Source: an optimization exercise on an open RTL-to-GDS flow (aim: small area, a short achievable clock period and few clock cycles per item). Production flows keep margins and buffers that such runs may drop. No functional check of the RTL was part of any run shown here.

<file path="flow/config.mk">
export PLATFORM = sky130hd
export DESIGN_NAME = bitcoin_hash
export DESIGN_NICKNAME = bitcoin_hash
export VERILOG_FILES = /design/flow/design.v
export SDC_FILE = /design/flow/constraint.sdc
export NUM_CORES = 8
export LEC_CHECK = 0
export ABC_AREA = 1
export CAP_MARGIN = 20
export CORE_MARGIN = 2
export CORE_UTILIZATION = 50
export CTS_CLUSTER_DIAMETER = 100
export CTS_CLUSTER_SIZE = 20
export SETUP_SLACK_MARGIN = 5
export SLEW_MARGIN = 20
</file>
<file path="flow/constraint.sdc">
create_clock -name core_clock -period 10.0 [get_ports {clk}]
set_input_delay 2.0000 -clock core_clock [delete_from_list [all_inputs] [get_ports {clk}]]
set_output_delay 2.0000 -clock core_clock [all_outputs]
set_load 0.01 [all_outputs]
</file>
<file path="flow/design.v">
module bitcoin_hash(input logic        clk, reset_n, start,
                    input logic [15:0] message_addr, output_addr,
                   output logic        done, mem_we,
                   output logic [15:0] mem_addr,
                   output logic [31:0] mem_write_data,
                    input logic [31:0] mem_read_data);
function automatic [31:0] rotr(input [31:0] x, input integer r);
    rotr = (x >> r) | (x << (32 - r));
endfunction
localparam logic [2047:0] KTAB = {
    32'hc67178f2, 32'hbef9a3f7, 32'ha4506ceb, 32'h90befffa,
    32'h8cc70208, 32'h84c87814, 32'h78a5636f, 32'h748f82ee,
    32'h682e6ff3, 32'h5b9cca4f, 32'h4ed8aa4a, 32'h391c0cb3,
    32'h34b0bcb5, 32'h2748774c, 32'h1e376c08, 32'h19a4c116,
    32'h106aa070, 32'hf40e3585, 32'hd6990624, 32'hd192e819,
    32'hc76c51a3, 32'hc24b8b70, 32'ha81a664b, 32'ha2bfe8a1,
    32'h92722c85, 32'h81c2c92e, 32'h766a0abb, 32'h650a7354,
    32'h53380d13, 32'h4d2c6dfc, 32'h2e1b2138, 32'h27b70a85,
    32'h14292967, 32'h06ca6351, 32'hd5a79147, 32'hc6e00bf3,
    32'hbf597fc7, 32'hb00327c8, 32'ha831c66d, 32'h983e5152,
    32'h76f988da, 32'h5cb0a9dc, 32'h4a7484aa, 32'h2de92c6f,
    32'h240ca1cc, 32'h0fc19dc6, 32'hefbe4786, 32'he49b69c1,
    32'hc19bf174, 32'h9bdc06a7, 32'h80deb1fe, 32'h72be5d74,
    32'h550c7dc3, 32'h243185be, 32'h12835b01, 32'hd807aa98,
    32'hab1c5ed5, 32'h923f82a4, 32'h59f111f1, 32'h3956c25b,
    32'he9b5dba5, 32'hb5c0fbcf, 32'h71374491, 32'h428a2f98};
localparam logic [255:0] IVTAB = {
    32'h5be0cd19, 32'h1f83d9ab, 32'h9b05688c, 32'h510e527f,
    32'ha54ff53a, 32'h3c6ef372, 32'hbb67ae85, 32'h6a09e667};
function automatic [63:0] csa(input [31:0] x, input [31:0] y, input [31:0] z);
    csa = {x ^ y ^ z, ((x & y) | (x & z) | (y & z)) << 1};
endfunction
function automatic [31:0] add_bk(input [31:0] x, input [31:0] y);
    logic [31:0] gg, pp;
    gg = x & y;
    pp = x ^ y;
    for (int l = 0; l < 5; l++)
        for (int i = 0; i < 32; i++)
            if (((i + 1) % (2 << l)) == 0) begin
                gg[i] = gg[i] | (pp[i] & gg[i - (1 << l)]);
                pp[i] = pp[i] & pp[i - (1 << l)];
            end
    for (int l = 3; l >= 0; l--)
        for (int i = 0; i < 32; i++)
            if (((i + 1) % (2 << l)) == (1 << l) && i >= (2 << l)) begin
                gg[i] = gg[i] | (pp[i] & gg[i - (1 << l)]);
                pp[i] = pp[i] & pp[i - (1 << l)];
            end
    add_bk = (x ^ y) ^ {gg[30:0], 1'b0};
endfunction
logic [31:0] a, b, c, d, e, f, g, h;
logic [31:0] w [0:15];
logic [31:0] ra [0:3];
logic [31:0] re [0:3];
logic [31:0] m;
logic        busy;       
logic        pro;        
logic [7:0]  tau;        
logic [3:0]  nonce;
logic        we_r;
logic [15:0] addr_r;
assign done           = ~busy;
assign mem_we         = we_r;
assign mem_addr       = addr_r;
assign mem_write_data = d;
logic        busy_n, pro_n, we_n;
logic [7:0]  tau_n;
logic [3:0]  nonce_n;
always_comb begin
    busy_n = busy; pro_n = pro; tau_n = tau + 8'd1; nonce_n = nonce;
    we_n = 1'b0;
    if (!busy) begin
        tau_n = 8'd0;
        pro_n = 1'b1;
        nonce_n = 4'd0;
        if (start) busy_n = 1'b1;
    end else if (pro) begin
        if (tau == 8'd85) begin pro_n = 1'b0; tau_n = 8'd0; end
    end else begin
        if (tau == 8'd138) we_n = 1'b1;
        if (tau == 8'd139) begin
            tau_n = 8'd0;
            nonce_n = nonce + 4'd1;
            if (nonce == 4'd15) busy_n = 1'b0;
        end
    end
end
localparam SEL_RND = 2'd0, SEL_ROT = 2'd1, SEL_IV = 2'd2, SEL_MID = 2'd3;
typedef struct packed {
    logic [1:0] asel;       
    logic       emit_w;     
    logic       emit_r;     
    logic       em;         
    logic       yzero;      
    logic [1:0] wsel;       
    logic [2:0] wc;         
    logic       kz1;        
    logic       tp;         
    logic [1:0] ivi;        
    logic       kfold;      
    logic       aload;      
    logic       awr;        
    logic [1:0] ainc;       
} ctrl_t;
function automatic ctrl_t decode(input logic bz, input logic pr, input logic [7:0] t, input logic [3:0] n);
    ctrl_t r;
    r = '0;
    r.asel = SEL_ROT;
    r.tp  = t[0];
    r.ivi = pr ? ~(t[1:0] - 2'd2) : ~t[1:0];
    if (!bz) begin
        r.aload = 1'b1;
    end else if (pr) begin
        if (t == 8'd71) r.aload = 1'b1;
        if (t == 8'd72) r.ainc = 2'd1;
        if (t >= 8'd2 && t <= 8'd17) r.wsel = 2'd1;
        if (t >= 8'd2 && t <= 8'd5) r.asel = SEL_IV;
        if (t >= 8'd6 && t <= 8'd9) begin r.emit_r = 1'b1; r.yzero = 1'b1; end
        if (t == 8'd12 || t == 8'd84) r.kz1 = 1'b1;
        if (t >= 8'd14 && t <= 8'd77) r.asel = SEL_RND;
        if (t >= 8'd78 && t <= 8'd81) r.emit_r = 1'b1;
        if (t >= 8'd82) r.asel = SEL_MID;
        if (t >= 8'd74 && t <= 8'd76) r.wsel = 2'd1;
        if (t >= 8'd77) r.wsel = 2'd2;
        if (t == 8'd78) r.wc = 3'd2;         
    end else begin
        if (t <= 8'd63) r.asel = SEL_RND;
        if (t >= 8'd64 && t <= 8'd67) r.emit_w = 1'b1;
        if (t >= 8'd68 && t <= 8'd71) r.asel = SEL_IV;
        if (t == 8'd70 || t == 8'd138) r.kz1 = 1'b1;
        if (t == 8'd134) r.kfold = 1'b1;
        if (t >= 8'd72 && t <= 8'd135) r.asel = SEL_RND;
        if (t >= 8'd136) r.asel = SEL_MID;
        if (t == 8'd125) r.aload = 1'b1;
        if (t == 8'd126) r.ainc = 2'd1;
        if (t == 8'd137) begin r.aload = 1'b1; r.awr = 1'b1; end
        if (t == 8'd138) r.ainc = 2'd2;
        if (t <= 8'd3) begin r.wsel = 2'd2; r.wc = (t == 8'd3) ? 3'd3 : 3'd0; end
        if (t >= 8'd68 && t <= 8'd75) begin
            r.wsel = 2'd2;
            r.wc = (t == 8'd68) ? 3'd2 : (t == 8'd75) ? 3'd4 : 3'd0;
        end
        if (t >= 8'd128 && t <= 8'd130) r.wsel = 2'd1;
        if (t >= 8'd131) begin
            r.wsel = 2'd2;
            r.wc = (t == 8'd131) ? 3'd1 : (t == 8'd132) ? 3'd2 : 3'd0;
        end
    end
    r.em = r.emit_r | r.emit_w;
    decode = r;
endfunction
ctrl_t ct, ct_n;
assign ct_n = decode(busy, pro_n, tau_n, nonce_n);
logic [5:0] kidx;       
logic [31:0] kr;        
logic [3:0] wnonce;     
always_ff @(posedge clk, negedge reset_n) begin
    if (!reset_n) begin
        busy  <= 1'b0;
        pro   <= 1'b0;
        tau   <= 8'd0;
        nonce <= 4'd0;
        we_r  <= 1'b0;
        ct    <= '0;
    end else begin
        busy  <= busy_n;
        pro   <= pro_n;
        tau   <= tau_n;
        nonce <= nonce_n;
        we_r  <= we_n;
        ct    <= ct_n;
    end
end
always_ff @(posedge clk) begin
    kidx   <= ct_n.kz1 ? 6'd0 : kidx + 6'd1;
    kr     <= ct_n.em ? 32'd0 : ct_n.kfold ? 32'hc67178f2 + 32'h6a09e667 : KTAB[32*kidx +: 32];
    wnonce <= pro ? 4'd0 : nonce + 4'd1;
end
wire [31:0] s1  = rotr(e, 6) ^ rotr(e, 11) ^ rotr(e, 25);
wire [31:0] ch  = (e & f) ^ (~e & g);
wire [31:0] s0  = rotr(a, 2) ^ rotr(a, 13) ^ rotr(a, 22);
wire [31:0] maj = (a & b) ^ (a & c) ^ (b & c);
wire [31:0] c1s, c1c, c2s, c2c, c3s, c3c, e1s, e1c, e2s, e2c;
assign {c1s, c1c} = csa(ch, maj, m);         
assign {c2s, c2c} = csa(s0, s1, c1s);
assign {c3s, c3c} = csa(c2s, c2c, c1c);
assign {e1s, e1c} = csa(ch, m, d);           
assign {e2s, e2c} = csa(e1s, e1c, s1);
wire        rnd   = (ct.asel == SEL_RND);
wire [31:0] a_cy  = (c3s + c3c) ^ c3s ^ c3c;
wire [31:0] e_cy  = (e2s + e2c) ^ e2s ^ e2c;
wire [31:0] xa = ct.tp ? c : a;
wire [31:0] xe = ct.tp ? g : e;
wire [31:0] ya = ra[3] & {32{~ct.yzero}};
wire [31:0] ye = re[3] & {32{~ct.yzero}};
wire [31:0] m1s, m1c;
assign {m1s, m1c} = csa(ct.em ? xa : w[5], ct.em ? ya : g, kr);
wire [31:0] m_next = add_bk(m1s, m1c);
wire [31:0] sg0 = rotr(w[1], 7) ^ rotr(w[1], 18) ^ (w[1] >> 3);
wire [31:0] sg1 = rotr(w[14], 17) ^ rotr(w[14], 19) ^ (w[14] >> 10);
wire [31:0] n1s, n1c, n2s, n2c;
assign {n1s, n1c} = csa(sg1, w[9], sg0);
assign {n2s, n2c} = csa(ct.em ? 32'd0 : n1s, ct.em ? xe : n1c, ct.em ? ye : w[0]);
wire [31:0] w_next = add_bk(n2s, n2c);
wire [31:0] mid_a = ct.tp ? ra[2] : ra[0];
wire [31:0] mid_e = ct.tp ? re[2] : re[0];
logic [31:0] wconst, w_in, a_in, e_in, a_oth, e_oth;
always_comb begin
    case (ct.wc)
    3'd1:    wconst = {28'd0, wnonce};
    3'd2:    wconst = 32'h80000000;
    3'd3:    wconst = 32'd640;
    3'd4:    wconst = 32'd256;
    default: wconst = 32'd0;
    endcase
    case (ct.wsel)
    2'd0:    w_in = w_next;
    2'd1:    w_in = mem_read_data;
    default: w_in = wconst;
    endcase
    case (ct.asel)
    SEL_IV:  begin a_oth = IVTAB[32*{1'b0, ct.ivi} +: 32]; e_oth = IVTAB[32*{1'b1, ct.ivi} +: 32]; end
    SEL_MID: begin a_oth = mid_a; e_oth = mid_e; end
    default: begin a_oth = d; e_oth = h; end
    endcase
    a_in = (rnd ? c3s ^ c3c : a_oth) ^ (a_cy & {32{rnd}});
    e_in = (rnd ? e2s ^ e2c : e_oth) ^ (e_cy & {32{rnd}});
end
always_ff @(posedge clk) begin
    a <= a_in; b <= a; c <= b; d <= c;
    e <= e_in; f <= e; g <= f; h <= g;
    for (int i = 0; i < 15; i++) w[i] <= w[i+1];
    w[11] <= ct.emit_w ? m_next : w[12];
    w[15] <= w_in;
    ra[0] <= ct.emit_r ? m_next : ra[3]; ra[1] <= ra[0]; ra[2] <= ra[1]; ra[3] <= ra[2];
    re[0] <= ct.emit_r ? w_next : re[3]; re[1] <= re[0]; re[2] <= re[1]; re[3] <= re[2];
    m <= m_next;
    addr_r <= ct.aload ? (ct.awr ? output_addr : message_addr)
                       : addr_r + ((ct.ainc == 2'd1) ? 16'd16 : (ct.ainc == 2'd2) ? {12'd0, nonce} : 16'd1);
end
endmodule
</file>
<file path="flow/flow/run.sh">
#!/bin/bash
# Layout with the standard flow (standard.sh), with these changes:
#  - synthesis skips the full-adder extraction (ADDER_MAP_FILE empty), so the
#    carry-save adders of the SHA-256 round map to faster XOR/majority logic;
#    synthesis script, passes, flattening and renaming are otherwise standard;
#  - optionally, ports are buffered with buf_2 cells.
set -euo pipefail
EXTRA="ADDER_MAP_FILE= SETUP_SLACK_MARGIN=6.4"
sed "s|\"\${@:-finish}\"|$EXTRA \"\${@:-finish}\"|" standard.sh > standard_own.sh
grep -q 'SETUP_SLACK_MARGIN=6.4' standard_own.sh
bash standard_own.sh synth > synth.log 2>&1
bash standard_own.sh finish > layout.log 2>&1
</file>
<file path="flow/standard.sh">
#!/bin/bash
# synth_recipe.tcl (not shown) runs the flow's synth.tcl, then flattens the netlist and writes it again
# the make line also repeats each setting of config.mk as NAME=value (left out here)
make -C /OpenROAD-flow-scripts/flow DESIGN_CONFIG=/design/flow/config.mk WORK_HOME=/design/flow/orfs CLKGATE_MAP_FILE= SYNTH_SCRIPT=/design/flow/synth_recipe.tcl "${@:-finish}"
</file>
==> impl_metrics.toml, run 1 <==
[outcome]
status = "no timing/DRC/antenna violations"

[critical_path]
critPathLaunch = "ct[5]"
rrSetupSlack_ns = 6.32
crit_path_max_fanout = 9
endpoint = "a[28]"
cp_slowest_cell = "dfrtp_1"
worstSetupPathType = "reg -> reg"
setup.worst_path.end_class = "flop"
max_stage_delay_ns = 0.79
crit_buf_inv = 3
critical_path_required_ns = 10.58
cp_num_cells = 11
rr_startpoint = "ct[5]"
cp_cell_sequence = "inv_1, nor2_1, inv_1, nor2_1, buf_4, nor2_1, o211ai_1, o31ai_1, a21oi_1, nand3b_1, nand2_1"
cpMostUsedCell = "nor2_1"
critPathLaunchType = "flop"
rr_endpoint = "a[28]"
critPathArrivalTime_ns = 4.26
path_delay_family = "simple AND/OR/NAND/NOR gates"
r2r_cells = 11

[layout]
fin_nets = 7278
largest_reg_flops = 512
synthToLayoutAreaGrowth_pct = 14.0
final_cell_count_no_fill = 8613
drive_gt1_share_pct = 12.2
fin_util_pct = 57.7
fillCellCount = 9759
largestRegisters = "w x512, ra x128, re x128"
largest-register = "w"

[synthesis]
synth_area_sq_um = 52500
async_flop_share_pct = 2.79
avgSynthCellArea_sq_um = 7.41
synth_edf_count = 0
synthFlopType = "dfxtp_1"
synth_cell_types = 83
ys_seq_area_share_pct = 44.0
ys_ff_latch = 1146
synthesis.nets = 7150
synthCells = 7083
ys.warnings.count = 4

[global_route]
grt_pass1_vias = 43100
grt_pass1_wl_um = 284000
grt_max_degree = 62
grt_overflow_total = 0
antenna_found_initial = 5
grt_use_total_pct = 36.5

[floorplanning]
row_count = 118
die_area_sq_um = 108000
start_util_pct = 50.6
io_pins = 117
die_height_um = 328
die_w_um = 328
core_area_sq_um = 104000

[routing]
avgRoutedWirePerCell_um = 23.7
drt.antenna.violating_nets = 0
drc = 0
vias = 47400
first_iter_violations = 4926
wirelength_um = 205000
drtPass1Iterations = 7
vias_per_cell = 5.50

[sta]
tightest_slew_ns = 1.03
max_slew_margin_pct = 31.5
timing.fmax_mhz = 272
finalHoldViolations = 0
finalSetupViolCount = 0
tns_ns = 0
fin_crit_ns = 3.68
fin_crit_sh_pct = 36.8
holdWs_ns = 0.311
maxSlewViolCount = 0
rsz0062_at_grt = "yes"
fin_worst_skew_ns = 0.0368

[hold_path]
hold_path_class = "reg -> reg"

[placement]
io_buffers = 116
dp_hpwl_um = 155000
gp_congestion = 1.05
place_inst = 8395

[clocking]
cts-htree-levels = 3
clock_tree.root_cell = "clkbuf_16"
cts_tree = "yes"
clkLatencyLatePin_ns = 0.70
clock_sinks = 1146
cts_buffers = 71
clockBufferDepth = 3
clk_pin_slew_worst_paths_ns = 0.09

[flow_run]
cap_violations = 0
-- layer usage --
| layer | GRT usage, % | vias up | wire [um] |
|---|---|---|---|
| met5 | 0 | - | 108 |
| met4 | 19.3 | 6 | 13300 |
| met3 | 6.44 | 478 | 16200 |
| met2 | 58.9 | 1975 | 91800 |
| met1 | 46.5 | 22300 | 83100 |
| li1 | - | 22700 | - |
-- synthesized netlist by cell type, types with 15 or more instances --
library cell | count | area share [%]
nand2_1 | 2190 | 16
dfxtp_1 | 1114 | 42
inv_1 | 762 | 5.4
nand3_1 | 437 | 4.2
nor2_1 | 386 | 2.8
o21ai_0 | 383 | 3.7
xor2_1 | 306 | 5.1
a21oi_1 | 210 | 2.0
xnor2_1 | 153 | 2.6
clkbuf_1 | 95 | 0.68
o21ai_1 | 86 | 0.82
or2_1 | 76 | 0.91
nand4_1 | 64 | 0.76
o22ai_1 | 54 | 0.64
nand2_2 | 53 | 0.63
o211ai_1 | 52 | 0.74
buf_2 | 50 | 0.48
or2_2 | 45 | 0.54
a31oi_1 | 38 | 0.45
inv_2 | 35 | 0.25
dfrtp_1 | 32 | 1.5
buf_6 | 29 | 0.62
nand3b_1 | 28 | 0.40
xor2_2 | 26 | 0.81
nor3_1 | 25 | 0.24
buf_4 | 23 | 0.33
nor2_2 | 23 | 0.27
maj3_1 | 21 | 0.40
a21boi_0 | 17 | 0.24
buf_1 | 16 | 0.11
o21bai_1 | 16 | 0.23
a21o_1 | 15 | 0.21
o22ai_2 | 15 | 0.36
-- kinds of logic (layout without fill, tap and decap cells) --
kind of cell	after synthesis	count (layout)	synth area share, %
AOI/OAI and AO/OA	1018	1018	11.5
xor gates and xnor gates	496	496	8.83
adders and majority gates	21	21	0.400
buffers and inverters	1024	1170	8.07
DFF	1146	1146	44.0
muxes	1	1	0.0191
other	0	3	0
and+or+nand+nor	3377	3378	27.2
-- cells in the final DEF (no fill, tap or decap), types with 24 or more instances in the layout --
cell type        netlist  layout
nand2_1             2190    2147
dfxtp_1             1114     995
inv_1                762     752
nand3_1              437     421
o21ai_0              383     359
nor2_1               386     352
xor2_1               306     259
a21oi_1              210     197
xnor2_1              153     137
buf_4                 23     113
dfxtp_2                0      91
nand2_2               53      83
o21ai_1               86      82
clkbuf_16              0      79
or2_1                 76      72
xor2_2                26      66
clkdlybuf4s50_1        0      65
nand4_1               64      64
o211ai_1              52      52
o22ai_1               54      49
dlygate4sd2_1          0      47
or2_2                 45      45
nor2_2                23      44
inv_2                 35      39
a31oi_1               38      36
o21ai_2                6      28
nand3b_1              28      28
dfxtp_4                0      28
dfrtp_1               32      28
xnor2_2               10      24
-- final cells by class --
type,count,area (sq um),area share (%)
Antenna cell,3,7.51,0.0125
Clock buffer,75,1790,2.99
Clock inverter,17,256,0.429
Inverter,803,3080,5.14
Multi-Input combinational cell,4914,26700,44.6
Sequential cell,1146,23300,39.0
Tap cell,1380,1730,2.89
Timing Repair Buffer,272,2960,4.94
Timing Repair inverter,3,28.8,0.0481
-- per-stage QoR --
step                      area [sq um]  setup WS, ns
after floorplan                  52500          7.20
after global placement           54500          5.12
after detailed placement         54500          5.04
after CTS                        57700          6.38
after global routing             59800          6.25
final                            59800          6.32
-- how the worst min path moves through the flow --
stage | from | slack (ns) | cells past startpoint | end
5_1_grt | w[15][17] | 0.32 | 0 | w[14][17]
3_3_place_gp | w[15][3] | 0.31 | 0 | w[14][3]
6_report | w[3][19] | 0.31 | 0 | w[2][19]
3_5_place_dp | w[2][30] | 0.31 | 0 | w[1][30]
2_1_floorplan | ra[1][0] | 0.31 | 0 | ra[2][0]
4_1_cts | w[3][19] | 0.31 | 0 | w[2][19]
-- timing repair --
item                       CTS  global route
setup buffers               29            73
setup endpoints to repair  251           186
hold buffers                 0             0
pin swaps                   13            88
gates cloned                11            10
gates resized for setup    226           352
==> run 2: changes to the inputs <==
==> flow/flow/run.sh (replaced) <==
#!/bin/bash
# Layout with the standard flow (standard.sh), with these changes:
#  - synthesis skips the full-adder extraction (ADDER_MAP_FILE empty), so the
#    carry-save adders of the SHA-256 round map to faster XOR/majority logic;
#    synthesis script, passes, flattening and renaming are otherwise standard;
#  - ports are buffered with buf_2 cells.
set -euo pipefail
EXTRA="ADDER_MAP_FILE= SETUP_SLACK_MARGIN=6.3 'BUFFER_PORTS_ARGS=-buffer_cell sky130_fd_sc_hd__buf_2'"
sed "s|\"\${@:-finish}\"|$EXTRA \"\${@:-finish}\"|" standard.sh > standard_own.sh
grep -q 'SETUP_SLACK_MARGIN=6.3' standard_own.sh
bash standard_own.sh synth > synth.log 2>&1
bash standard_own.sh finish > layout.log 2>&1
--- a/flow/config.mk
+++ b/flow/config.mk
@@ -8,7 +8,7 @@
 export ABC_AREA = 1
 export CAP_MARGIN = 20
 export CORE_MARGIN = 2
-export CORE_UTILIZATION = 50
+export CORE_UTILIZATION = 65
 export CTS_CLUSTER_DIAMETER = 100
 export CTS_CLUSTER_SIZE = 20
 export SETUP_SLACK_MARGIN = 5
==> run 2 against run 1 <==
  * Synthesized cell count stayed put
  * Clock-buffer cell count grew 2
  * Critical endpoint unchanged
  * Die area shrank 23%
  * Cell count down 4.0%
  * Sequential share of layout area up 1.1 points
  * Still clean on timing, DRC and antenna
==> impl_metrics.toml, run 2 <==
[critical_path]
worstSetupPathType = "reg -> reg"
crit_path_max_fanout = 9
critical_path_required_ns = 10.55
r2r_cells = 13
setup.worst_path.end_class = "flop"
rrSetupSlack_ns = 6.12
critPathLaunchType = "flop"
cp_slowest_cell = "dfrtp_1"
max_stage_delay_ns = 0.75
rr_startpoint = "ct[19]"
rr_endpoint = "a[28]"
critPathArrivalTime_ns = 4.43
cpMostUsedCell = "nor2_1"
cp_cell_sequence = "inv_1, nor2_1, inv_1, nor2_1, inv_1, nor2_1, buf_4, nor2_1, o211ai_1, o31ai_1, a21oi_1, nand3b_1, nand2_1"

[routing]
avgRoutedWirePerCell_um = 25.1
wirelength_um = 207000
drc = 0
first_iter_violations = 6458
drtPass1Iterations = 7
drt.antenna.violating_nets = 0
vias = 50400
vias_per_cell = 6.09

[global_route]
grt_overflow_total = 0
grt_pass1_vias = 46000
grt_use_total_pct = 46.3
grt_pass1_wl_um = 282000
grt_max_degree = 84
antenna_found_initial = 13

[sta]
timing.fmax_mhz = 258
maxSlewViolCount = 0
finalSetupViolCount = 0
rsz0062_at_grt = "yes"
fin_worst_skew_ns = 0.0390
finalHoldViolations = 0
fin_crit_ns = 3.88
tightest_slew_ns = 1.18
fin_crit_sh_pct = 38.8
tns_ns = 0
max_slew_margin_pct = 20.9

[floorplanning]
die_w_um = 288
core_area_sq_um = 80300
row_count = 104
start_util_pct = 65.4
io_pins = 117
die_area_sq_um = 83100
die_height_um = 288

[clocking]
clock_sinks = 1146
hold_buffers = 0
cts_tree = "yes"
clkLatencyLatePin_ns = 0.68
cts_buffers = 70
clk_pin_slew_worst_paths_ns = 0.09
cts-htree-levels = 3
clockBufferDepth = 3
clock_tree.root_cell = "clkbuf_16"

[synthesis]
avgSynthCellArea_sq_um = 7.41
yosysMostFrequentCell = "nand2_1"
ys_top_cells_by_area = "dfxtp_1 42%, nand2_1 16%, inv_1 5.4%, xor2_1 5.1%, nand3_1 4.2%"
synth_cell_types = 83
ys_ff_latch = 1146
synthCells = 7083
yosys.area.top_type_share_pct = 42.5
async_flop_share_pct = 2.79
synth_top_area_cell = "dfxtp_1"
ys.warnings.count = 4
synth_edf_count = 0
synthFlopType = "dfxtp_1"
synth_top_cells_by_count = "2190 x nand2_1, 1114 x dfxtp_1, 762 x inv_1, 437 x nand3_1, 386 x nor2_1"
synthesis.nets = 7150
ys_seq_area_share_pct = 44.0
synth_area_sq_um = 52500

[placement]
io_buffers = 116
dp_hpwl_um = 148000
place_inst = 8069
gp_congestion = 1.12

[flow_run]
cap_violations = 0

[layout]
largestRegisters = "w x512, ra x128, re x128"
fin_nets = 7253
final_cell_count_no_fill = 8271
largest_reg_flops = 512
drive_gt1_share_pct = 12.3
synthToLayoutAreaGrowth_pct = 10.9
largest-register = "w"
mostFrequentLayoutCells = "2172 x nand2_1, 1011 x dfxtp_1, 756 x inv_1"
final_common_cell = "nand2_1"

[hold_path]
hold_path_class = "reg -> reg"
whs_path_depth = 0
min_to = "w[14][5]"
min_from = "w[15][5]"

[outcome]
status = "no timing/DRC/antenna violations"
-- run 2: per-stage QoR --
step / instance area [sq um] / hold slack (ns) / setup slack [ns] / util [%]
detailed placement: 53400 / 0.312 / 5.20 / 66.6
floorplan: 52500 / 0.310 / 7.20 / -
finish: 58200 / 0.317 / 6.12 / 72.5
CTS: 56000 / 0.322 / 6.22 / 69.8
global route: 58200 / 0.319 / 6.02 / 72.5
global placement: 53400 / 0.310 / 5.34 / 66.6
-- run 2: cell type report --
cell class | count | area (sq um)
flip-flops and latches | 1146 | 23300
inverters | 803 | 3090
repair inverters | 4 | 45.0
fillers | 6045 | 22100
clock inverters | 15 | 228
multi-input cells | 4914 | 26300
well taps | 1060 | 1330
clock buffers | 77 | 1800
diodes | 5 | 12.5
repair buffers | 247 | 2060
-- run 2: worst max-delay path, delay by kind of cell (launching register included) --
kind                   cells  cell delay, ns
flip-flops                 1            0.75
AND/OR/NAND/NOR            6            1.32
AO/OA/AOI/OAI              3            0.67
buffers and inverters      4            1.02
-- run 2: per-layer routing --
layer / track usage, % / wire length, um
met5: 0 / 27
met4: 37.9 / 21900
met3: 11.7 / 25900
met2: 71.9 / 88300
met1: 54.4 / 71300
-- run 2: cell families after synthesis --
kind of cell,synth area share (%)
XOR/XNOR,8.83
multiplexers,0.0191
adder cells (fa/ha/maj),0.400
AND/OR/NAND/NOR,27.2
AO/OA/AOI/OAI,11.5
buffers and inverters,8.07
flip-flops,44.0
-- run 2: worst max path at each step --
stage	startpoint	end	slack [ns]	depth (start not counted)
after detailed placement	ct[15]	w[15][31]	5.20	27
after global routing	ct[7]	re[0][31]	6.02	22
after CTS	w[14][17]	re[0][31]	6.22	28
final	ct[19]	a[28]	6.12	13
after global placement	ct[15]	re[0][31]	5.34	27
after floorplan	ct[15]	m[31]	7.20	24
-- run 2: timing repair --
item | CTS | global route
cloned | 5 | 15
setup endpoints to repair | 199 | 154
resized for setup | 78 | 349
buffers inserted | 8 | 76
pin swaps | 1 | 50

==> what the ideal ports hide <==
No port has a modelled driver above. Below, the same layouts with a new extraction and two added sets of constraints. Step 1 assumes that a clkbuf_16 drives the clock port and a buf_2 every other input. Step 2 times the ports against the registers' clock, not the clock port: input delays grow and output delays shrink by t, the midpoint of the rising clock arrivals with the driver on. Slacks: ideal / step 1 / step 2; pairs: ideal / step 1.
run | shift t [ns] | slack for setup (ns) | worst setup path at the end | pins driven straight from the clock port
run 1 | 0.754 | 6.321 / 6.321 / 6.321 | register to register | 1
run 2 | 0.736 | 6.124 / 6.124 / 6.124 | register to register | 1
After both steps setup and hold are still met in every run listed.
